What follows belongs to an exercise in optimizing a design on an open flow for small area and a short achievable clock period; a production flow would make more cautious choices. In this exercise RTL edits were held to simulation tests only and were not proved equivalent to the original. Power and IR drop assume default switching activity.

Setup of v32:
==> flow/design.v <==
module ao3n
    ( input wire a0, input wire s0
    , input wire a1, input wire s1
    , input wire a2, input wire s2
    , output wire yn
    );
assign yn = ~((a0 & s0) | (a1 & s1) | (a2 & s2));
endmodule
module wbit
    ( input wire q
    , input wire d
    , input wire we
    , input wire hold
    , output wire y
    );
assign y = (we & d) | (hold & q);
endmodule
module predec2
    ( input wire[1:0] a
    , input wire en
    , output reg[3:0] p
    , output reg[3:0] pn
    );
integer k;
always @(*)
    for (k = 0; k < 4; k = k + 1) begin
        p[k]  = en && a == k;
        pn[k] = !(en && a == k);
    end
endmodule
module predec3
    ( input wire[2:0] a
    , output reg[7:0] p
    , output reg[7:0] pn
    );
integer k;
always @(*)
    for (k = 0; k < 8; k = k + 1) begin
        p[k]  = a == k;
        pn[k] = a != k;
    end
endmodule
module nor2m (input wire a, input wire b, output wire y);
assign y = ~(a | b);
endmodule
module nand2m (input wire a, input wire b, output wire y);
assign y = ~(a & b);
endmodule
module dec5
    ( input wire[4:0] a
    , output reg[31:0] y
    );
integer k;
always @(*)
    for (k = 0; k < 32; k = k + 1)
        y[k] = a == k;
endmodule
module dec5c
    ( input wire[4:0] a
    , input wire en
    , output wire[31:0] y
    , output wire[31:0] yn
    );
wire [3:0] lo, lon;
wire [7:0] hi, hin;
predec2 pl (.a(a[1:0]), .en(en), .p(lo), .pn(lon));
predec3 ph (.a(a[4:2]), .p(hi), .pn(hin));
genvar k;
generate
    for (k = 0; k < 32; k = k + 1) begin : g
        nor2m  u (.a(lon[k % 4]), .b(hin[k / 4]), .y(y[k]));
        nand2m v (.a(lo[k % 4]), .b(hi[k / 4]), .y(yn[k]));
    end
endgenerate
endmodule
module and4m (input wire a, input wire b, input wire c, input wire d, output wire y);
assign y = a & b & c & d;
endmodule
module and3m (input wire a, input wire b, input wire c, output wire y);
assign y = a & b & c;
endmodule
module nand3m (input wire a, input wire b, input wire c, output wire y);
assign y = ~(a & b & c);
endmodule
module or11n
    ( input wire[10:0] tn
    , output wire y
    );
wire p0, p1, p2;
and4m  g0 (.a(tn[0]), .b(tn[1]), .c(tn[2]), .d(tn[3]), .y(p0));
and4m  g1 (.a(tn[4]), .b(tn[5]), .c(tn[6]), .d(tn[7]), .y(p1));
and3m  g2 (.a(tn[8]), .b(tn[9]), .c(tn[10]), .y(p2));
nand3m g3 (.a(p0), .b(p1), .c(p2), .y(y));
endmodule
module resgate (input wire a, input wire r, input wire b, output wire y);
assign y = a & ~r & ~b;
endmodule
module addmachine
    ( input wire clock
    , input wire reset
    , input wire prog_we
    , input wire[4:0] prog_addr
    , input wire[7:0] prog_data
    , output wire[7:0] res
    );
reg [7:0] acc;
reg [7:0] ex;
reg [7:0] opr;
reg       opf;
reg [7:0] fi;
reg       nfi, nacc, bub;
reg [4:0] fad;
wire is_loadi = ex[7:4] == 4'b0001;
wire is_addi  = ex[7:4] == 4'b0010;
wire is_load  = ex[7:5] == 3'b101;
wire is_store = ex[7:5] == 3'b110 && !bub;
wire rd_mem   = ex[7:6] == 2'b10;            
wire keep_acc = ~(is_loadi | is_load);       
wire [7:0] wdata = reset ? prog_data : acc;
wire [4:0] waddr = reset ? prog_addr : ex[4:0];
wire       wen   = reset ? prog_we : is_store;
wire [31:0] we, hold;
dec5c dw (.a(waddr), .en(wen), .y(we), .yn(hold));
wire [7:0] nx    = ({8{nfi}} & fi) | ({8{nacc}} & acc) | ({8{bub}} & mem[0]);
wire [4:0] oaddr = nx[4:0];
wire       fwd_o = is_store && ex[4:0] == oaddr;
wire       fwd_f = is_store && ex[4:0] == fad;
wire [31:0] sel_op, sel_f;
dec5 dop (.a(oaddr), .y(sel_op));
dec5 df  (.a(fad), .y(sel_f));
reg [7:0] mem [0:31];
wire [7:0] opr_nxt, fi_nxt;
genvar i, j;
generate
    for (i = 0; i < 32; i = i + 1) begin : m
        wire [7:0] nxt;
        for (j = 0; j < 8; j = j + 1) begin : b
            wbit w (.q(mem[i][j]), .d(wdata[j]), .we(we[i]), .hold(hold[i]), .y(nxt[j]));
        end
        always @(posedge clock)
            mem[i] <= nxt;
    end
    for (j = 0; j < 8; j = j + 1) begin : r
        wire [10:0] to, tf;
        for (i = 0; i < 10; i = i + 1) begin : g
            ao3n uo (.a0(mem[3*i][j]), .s0(sel_op[3*i]), .a1(mem[3*i+1][j]), .s1(sel_op[3*i+1]),
                     .a2(mem[3*i+2][j]), .s2(sel_op[3*i+2]), .yn(to[i]));
            ao3n uf (.a0(mem[3*i][j]), .s0(sel_f[3*i]), .a1(mem[3*i+1][j]), .s1(sel_f[3*i+1]),
                     .a2(mem[3*i+2][j]), .s2(sel_f[3*i+2]), .yn(tf[i]));
        end
        assign to[10] = ~((mem[30][j] & sel_op[30]) | (mem[31][j] & sel_op[31]));
        assign tf[10] = ~((mem[30][j] & sel_f[30]) | (mem[31][j] & sel_f[31]));
        or11n co (.tn(to), .y(opr_nxt[j]));
        or11n cf (.tn(tf), .y(fi_nxt[j]));
    end
endgenerate
wire [7:0] imm = (is_loadi | is_addi) ? {4'b0000, ex[3:0]} : 8'd0;
wire [7:0] opv = rd_mem ? (opf ? acc : opr) : 8'd0;
wire [7:0] sum = (keep_acc ? acc : 8'd0) + (opv | imm);
always @(posedge clock) begin
    opr <= opr_nxt;
    opf <= fwd_o;
    fi  <= fi_nxt;
    ex  <= nx;
    acc <= bub ? 8'd0 : sum;
    bub <= reset;
    if (reset) begin
        nfi  <= 1'b0;
        nacc <= 1'b0;
        fad  <= 5'd1;
    end else begin
        nacc <= (nx[7:5] == 3'b110 && nx[4:0] == fad) || fwd_f;
        nfi  <= !((nx[7:5] == 3'b110 && nx[4:0] == fad) || fwd_f);
        fad  <= nx[7:5] == 3'b111 ? nx[4:0] : fad + 5'd1;
    end
end
genvar q;
generate
    for (q = 0; q < 8; q = q + 1) begin : o
        resgate g (.a(acc[q]), .r(reset), .b(bub), .y(res[q]));
    end
endgenerate
endmodule
clock: 6.0 ns
lec_check: 0
abc_clock_period_in_ps: 2800
cap_margin: 20
cell_pad_in_sites_detail_placement: 1
cell_pad_in_sites_global_placement: 2
core_margin: 2
core_utilization: 45
place_density: 0.65
setup_slack_margin: 3.1
slew_margin: 20
synth_hierarchical: 1
synth_minimum_keep_size: 0
tns_end_percent: 100
standard.sh (not shown) runs the stock make flow with config.mk's settings and CLKGATE_MAP_FILE= SYNTH_SCRIPT=/design/flow/synth_recipe.tcl, a recipe that flattens the netlist after the stock synthesis.
==> flow/flow/run.sh <==
#!/bin/bash
# The standard layout, with two changes: the ports get plain buf_2 buffers
# (which timing repair may resize), and clock tree synthesis adds no dummy
# loads and clusters more flip-flops per leaf buffer.
set -euo pipefail
export BUFFER_PORTS_ARGS="-buffer_cell sky130_fd_sc_hd__buf_2"
export CTS_ARGS="-sink_clustering_enable -repair_clock_nets -buf_list {sky130_fd_sc_hd__clkbuf_8 sky130_fd_sc_hd__clkbuf_16} -sink_clustering_size 24 -sink_clustering_max_diameter 50 -dont_use_dummy_load"
bash standard.sh > standard.log 2>&1
Modified inputs, v52 compared to v32
-- flow/flow/run.sh --
<<< v32, line 7
export CTS_ARGS="-sink_clustering_enable -repair_clock_nets -buf_list {sky130_fd_sc_hd__clkbuf_8 sky130_fd_sc_hd__clkbuf_16} -sink_clustering_size 24 -sink_clustering_max_diameter 50 -dont_use_dummy_load"
>>> v52, line 7
export CTS_ARGS="-sink_clustering_enable -repair_clock_nets -buf_list {sky130_fd_sc_hd__clkbuf_8} -sink_clustering_size 20 -sink_clustering_max_diameter 45 -dont_use_dummy_load"
v52 went all the way through synthesis, placement and routing and the layout is clean on timing, DRC and antenna.
v52: time the final worst path needs with I/O delays and setup is 0.031 ns lower than what v32 reported.
Diff v32 -> v52: area growth from synthesis to final layout fell 2.0 points; post-detailed-route wirelength per cell fell about 0.43%; total of clock buffers placed in the layout rose 19%.
The post-detailed-routing wire length of v32 and that of v52 are within noise of each other.
[compare] base=v32 new=v52: post-route standard cell area excluding fillers lower; sequential power share higher; part of the power in the clock network lower; critical path required time lower.
Edits applied to the flow inputs when going from v52 to v53:
-- flow/flow/run.sh --
<<< v52, line 7
export CTS_ARGS="-sink_clustering_enable -repair_clock_nets -buf_list {sky130_fd_sc_hd__clkbuf_8} -sink_clustering_size 20 -sink_clustering_max_diameter 45 -dont_use_dummy_load"
>>> v53, line 7
export CTS_ARGS="-sink_clustering_enable -repair_clock_nets -buf_list {sky130_fd_sc_hd__clkbuf_4 sky130_fd_sc_hd__clkbuf_8} -sink_clustering_size 14 -sink_clustering_max_diameter 60 -dont_use_dummy_load"
-- flow/config.mk --
<<< v52, line 14
>>> v53, line 14
export GPL_TIMING_DRIVEN = 0
==> results.txt <==
Compared with v52, v53 improves via count. Max worst hold slack across v53 and v52: v52. Taking v52 as the reference point, the wire length of v53 falls by 2.3 mm. Cmp v53 vs v52: global-route wire length before repair lower in v53. In v53 the detail-routed via count per cell turned out about 2.3% lower than in v52. v53 ends up with a combinational group share of total power that is 2.3 points higher than in v52. v52 vs v53, critical path start-end classification: in -> out vs reg -> reg. Diff v53 and v52: multi-input logic portion of the cell area lower in v52. v53 ends up with lower clock network power share than v52 does. Weighted congestion reported at the end of routability-driven placement, v53 and v52: larger value in v52.
--- input diff v53..v37 ---
-- flow/config.mk --
<<< v53, line 11
export CELL_PAD_IN_SITES_GLOBAL_PLACEMENT = 2
>>> v37, line 11
export CELL_PAD_IN_SITES_GLOBAL_PLACEMENT = 1
<<< v53, line 14
export GPL_TIMING_DRIVEN = 0
>>> v37, line 14
### Flow results
Hold slack: v37 > v53. Number of buffers inserted by post-CTS setup repair was higher in v37 than in v53. Cmp v37 and v53 / worst path buffer plus inverter count / higher: v53. Compared with v53, in v37 number of antenna violations at the first check in global routing went down by 1; cell count after placement went down by 1.3%; post-route standard cell area excluding fillers went down by about 1.5%; number of global-route vias before repair went up by about 3%.

* * *

== run 1 ==
// addmachine: RTL as listed in full above, without the edits since
==> flow/config.mk <==
export PLATFORM = sky130hd
export DESIGN_NAME = addmachine
export DESIGN_NICKNAME = addmachine
export VERILOG_FILES = /design/flow/design.v
export SDC_FILE = /design/flow/constraint.sdc
export NUM_CORES = 4
export LEC_CHECK = 0
export ABC_CLOCK_PERIOD_IN_PS = 2800
export CAP_MARGIN = 20
export CELL_PAD_IN_SITES_DETAIL_PLACEMENT = 1
export CELL_PAD_IN_SITES_GLOBAL_PLACEMENT = 2
export CORE_MARGIN = 2
export CORE_UTILIZATION = 45
export PLACE_DENSITY = 0.65
export SETUP_SLACK_MARGIN = 3.25
export SLEW_MARGIN = 20
export SYNTH_HIERARCHICAL = 1
export SYNTH_MINIMUM_KEEP_SIZE = 0
export TNS_END_PERCENT = 100
==> flow/constraint.sdc <==
create_clock -name core_clock -period 6.0 [get_ports {clock}]
set_input_delay 1.2000 -clock core_clock [delete_from_list [all_inputs] [get_ports {clock}]]
set_output_delay 1.2000 -clock core_clock [all_outputs]
set_load 0.01 [all_outputs]
==> flow/flow/run.sh <==
#!/bin/bash
# The standard layout, with two changes: the ports get plain buf_2 buffers
# (which timing repair may resize), and clock tree synthesis adds no dummy
# loads and clusters more flip-flops per leaf buffer.
set -euo pipefail
export BUFFER_PORTS_ARGS="-buffer_cell sky130_fd_sc_hd__buf_2"
export CTS_ARGS="-sink_clustering_enable -repair_clock_nets -buf_list {sky130_fd_sc_hd__clkbuf_4 sky130_fd_sc_hd__clkbuf_8} -sink_clustering_size 14 -sink_clustering_max_diameter 60 -dont_use_dummy_load"
bash standard.sh > standard.log 2>&1
Setup changes, run 1 to run 2
diff --git a/flow/config.mk b/flow/config.mk
--- a/flow/config.mk
+++ b/flow/config.mk
@@ -13,4 +13,4 @@
 export CORE_UTILIZATION = 45
-export PLACE_DENSITY = 0.65
-export SETUP_SLACK_MARGIN = 3.25
+export PLACE_DENSITY = 0.6
+export SETUP_SLACK_MARGIN = 3.1
 export SLEW_MARGIN = 20
Findings:
Relative to run 1, run 2 degrades first-iteration DRC count. Taking run 1 as the reference, in run 2 count of clock-buffer cells in the layout up about 7%; core utilization down 1.3 points; share of the cycle needed by the critical path after routing down 1.7 points; count of inverters other than clock inverters in the layout down 1; HPWL after detailed placement down about 1.7%. On leakage component of the power, run 2 does better than run 1. Global-route met3 utilization up 3.9 points in run 2 wrt run 1. Where total power is concerned, run 1 is outperformed by run 2. Between run 1 and run 2, post-synthesis to final-layout area growth decreased. Cmp run 2 vs run 1: design area lower in run 2. Looking at critical setup path kind, the flip-flop to flip-flop result is from run 1; the input port to primary output one comes from run 2.
Here is what was changed in the inputs of run 3 compared with run 2.
diff --git a/flow/config.mk b/flow/config.mk
--- a/flow/config.mk
+++ b/flow/config.mk
@@ -13,3 +13,3 @@
 export CORE_UTILIZATION = 45
-export PLACE_DENSITY = 0.6
+export PLACE_DENSITY = 0.65
 export SETUP_SLACK_MARGIN = 3.1
Findings:
- Between run 3 and run 2, the difference in share of the synthesized netlist area taken by xor and xnor gates is negligible.
- From run 3 to run 2, maximum count of clock buffers along a single path did not move at all.
- Portion of total power attributed to combinational logic: run 3 vs run 2, no meaningful difference
For run 4, these inputs were changed with respect to run 3:
diff --git a/flow/config.mk b/flow/config.mk
--- a/flow/config.mk
+++ b/flow/config.mk
@@ -12,3 +12,3 @@
 export CORE_MARGIN = 2
-export CORE_UTILIZATION = 45
+export CORE_UTILIZATION = 40
 export PLACE_DENSITY = 0.65
==> results.txt <==
- Changes observed in run 4 relative to run 3: final area moved up, critical path data required time went up 1.61 ns, half-perimeter wire length of the detailed placement result went up 1.5 mm.
- Changes observed in run 4 relative to run 3: average wire per cell in the routed design shows an increase of 0.63 microns; TritonCTS buffer count now sits higher; clock group share of total power +0.7 points.
- Compared to run 3, run 4 has global routing usage summed across all routing layers 2.5 points lower.
- Reported for run 4 and run 3, share of synthesized flip-flops with an asynchronous set or reset turned out identical to the last digit.
- Compared with run 3, in run 4 maximum frequency -0.0016 GHz, wire length of the first global-routing pass picked up an extra 4.4 mm.
[inputs] run 5 vs run 4
diff --git a/flow/config.mk b/flow/config.mk
--- a/flow/config.mk
+++ b/flow/config.mk
@@ -12,4 +12,4 @@
 export CORE_MARGIN = 2
-export CORE_UTILIZATION = 40
-export PLACE_DENSITY = 0.65
+export CORE_UTILIZATION = 55
+export PLACE_DENSITY = 0.75
 export SETUP_SLACK_MARGIN = 3.1
--- outcome ---
NOTE: initial antenna violation count in run 5 falls short of that of run 4. Changes observed in run 5 relative to run 4: design area decreased 0.90%; least setup slack across all paths after layout decreased 0.035 ns; wire length decreased about 4.6%; hold slack essentially unchanged; largest net degree at the start of global routing essentially unchanged.
The inputs of run 6 differ from those of run 5 as listed below.
diff --git a/flow/config.mk b/flow/config.mk
--- a/flow/config.mk
+++ b/flow/config.mk
@@ -12,5 +12,5 @@
 export CORE_MARGIN = 2
-export CORE_UTILIZATION = 55
-export PLACE_DENSITY = 0.75
-export SETUP_SLACK_MARGIN = 3.1
+export CORE_UTILIZATION = 45
+export PLACE_DENSITY = 0.65
+export SETUP_SLACK_MARGIN = 3.15
 export SLEW_MARGIN = 20
### Flow results
When run 6 is set beside run 5, its ratio of total power to cell area turns out to be about 1.8% smaller.
The hold slack was comparable across run 5 and run 6.
Run 5 ended up with opr[2] as its critical path endpoint; run 6 ended up with opr[3].
Run 6 went all the way through synthesis, placement and routing and the layout is clean on timing, DRC and antenna.
Going from run 5 to run 6, cell area after layout shrank slightly.
Comparing run 5 and run 6, the lower total CTS buffers was measured on run 5.

* * *

job 101:
Another version of the RTL of addmachine (not shown whole).
Size: about 1200 cells after synthesis, roughly 24 I/O pins.
## addmachine
module addmachine
    ( input wire clock
    , input wire reset
    , input wire prog_we
    , input wire[4:0] prog_addr
    , input wire[7:0] prog_data
    , output wire[7:0] res
    );
==> flow/config.mk <==
export PLATFORM = sky130hd
export DESIGN_NAME = addmachine
export DESIGN_NICKNAME = addmachine
export VERILOG_FILES = /design/flow/design.v
export SDC_FILE = /design/flow/constraint.sdc
export NUM_CORES = 4
export LEC_CHECK = 0
export ABC_CLOCK_PERIOD_IN_PS = 2800
export CAP_MARGIN = 20
export CELL_PAD_IN_SITES_DETAIL_PLACEMENT = 1
export CELL_PAD_IN_SITES_GLOBAL_PLACEMENT = 2
export CORE_MARGIN = 2
export CORE_UTILIZATION = 45
export PLACE_DENSITY = 0.65
export SETUP_SLACK_MARGIN = 3.2
export SLEW_MARGIN = 20
export SYNTH_HIERARCHICAL = 1
export SYNTH_MINIMUM_KEEP_SIZE = 0
export TNS_END_PERCENT = 100
==> flow/constraint.sdc <==
create_clock -name core_clock -period 6.0 [get_ports {clock}]
set_input_delay 1.2000 -clock core_clock [delete_from_list [all_inputs] [get_ports {clock}]]
set_output_delay 1.2000 -clock core_clock [all_outputs]
set_load 0.01 [all_outputs]
Scripts as last shown in full above: flow/flow/run.sh
Looking at the reports, job 101 completed the entire flow and the layout it produced met the timing, DRC and antenna checks.
For job 102, these inputs were changed with respect to job 101:
- a change of SETUP_SLACK_MARGIN from 3.2 to 3.1
Notes after the runs:
- Non-clock inverter count in the final layout for job 102: 1 up relative to job 101
- Job 102 contains more vias than job 101.
- Going from job 101 to job 102, the global-route track usage on met1 was found to have gone up by 2.6 points.
- Job 102 and job 101 ended up with nearly the same sum of routed wire length over all layers.
## Diff of input files: job 103 against job 102
- a change of PLACE_DENSITY from 0.65 to 0.7
- a change of CORE_UTILIZATION from 45 to 50
- a change of SETUP_SLACK_MARGIN from 3.1 to 3.3
Results
- Job 103 reached the end of the flow, and the finished layout is clean on the timing, DRC and antenna checks.
- The core of job 103 is more densely filled than that of job 102.
- On final setup slack of the worst path, job 103 does better than job 102.
- Job 102 ended up with a222oi_1 as its worst-path cell with the longest stage delay; job 103 ended up with nor3b_4.
- Summary of job 103 over job 102: number of enable flip-flop cells after synthesis did not really move; area added between synthesis and finish went up by 2.2 points; wire length dropped about 2.8%; met3 routing resource usage after global routing picked up an extra 1.5 points; multi-input gate share of total cell area essentially unchanged.
- Re number of core rows: job 103 is 4 down on job 102.
- Diff job 102 -> job 103: TritonCTS buffer count down 1, wire length the detailed router placed on met1 -1900 microns, number of gates resized after cts increased 22.

==> separate check: timing with driven ports <==
No port has a modelled driver above. Below, the same layouts with a new extraction and two added sets of constraints.
Step 1, drivers: a clkbuf_16 drives clock and a buf_2 each remaining input, both assumed.
Step 2 adds t to the input delays and takes it off the output delays; t is the mean of the earliest and latest rising clock arrival at the registers after step 1. Input paths then give back, and output paths get back, about the clock's delay inside the block.
Slacks: ideal / step 1 / step 2; pairs: ideal / step 1.
run	t (ns)	setup WS [ns]	clock arrival spread, ns	worst register clock-pin slew, ns
v32	0.570	3.097 / 3.078 / 2.633	0.048 / 0.048	0.08 / 0.08
v52	0.597	3.128 / 3.012 / 2.491	0.051 / 0.052	0.08 / 0.08
v53	0.573	2.909 / 2.909 / 2.579	0.065 / 0.066	0.09 / 0.09
v37	0.642	3.024 / 3.018 / 2.386	0.044 / 0.044	0.10 / 0.10
run 1	0.633	3.027 / 3.027 / 2.516	0.035 / 0.035	0.10 / 0.10
run 2	0.648	3.127 / 3.078 / 2.520	0.045 / 0.044	0.09 / 0.09
run 3	0.648	3.127 / 3.078 / 2.520	0.045 / 0.044	0.09 / 0.09
run 4	0.578	3.114 / 3.016 / 2.468	0.053 / 0.053	0.09 / 0.09
run 5	0.631	3.079 / 3.053 / 2.431	0.090 / 0.090	0.10 / 0.10
run 6	0.647	3.146 / 3.049 / 2.444	0.048 / 0.048	0.09 / 0.09
job 101	0.646	3.106 / 2.995 / 2.490	0.064 / 0.064	0.10 / 0.10
job 102	0.643	3.094 / 3.050 / 2.630	0.053 / 0.054	0.09 / 0.09
job 103	0.633	3.138 / 3.009 / 2.491	0.051 / 0.051	0.10 / 0.10
After both steps every run listed still meets setup and hold. The setup slack of run 6, which loses most, moves by -0.097 ns with the drivers and by -0.702 ns with both steps.
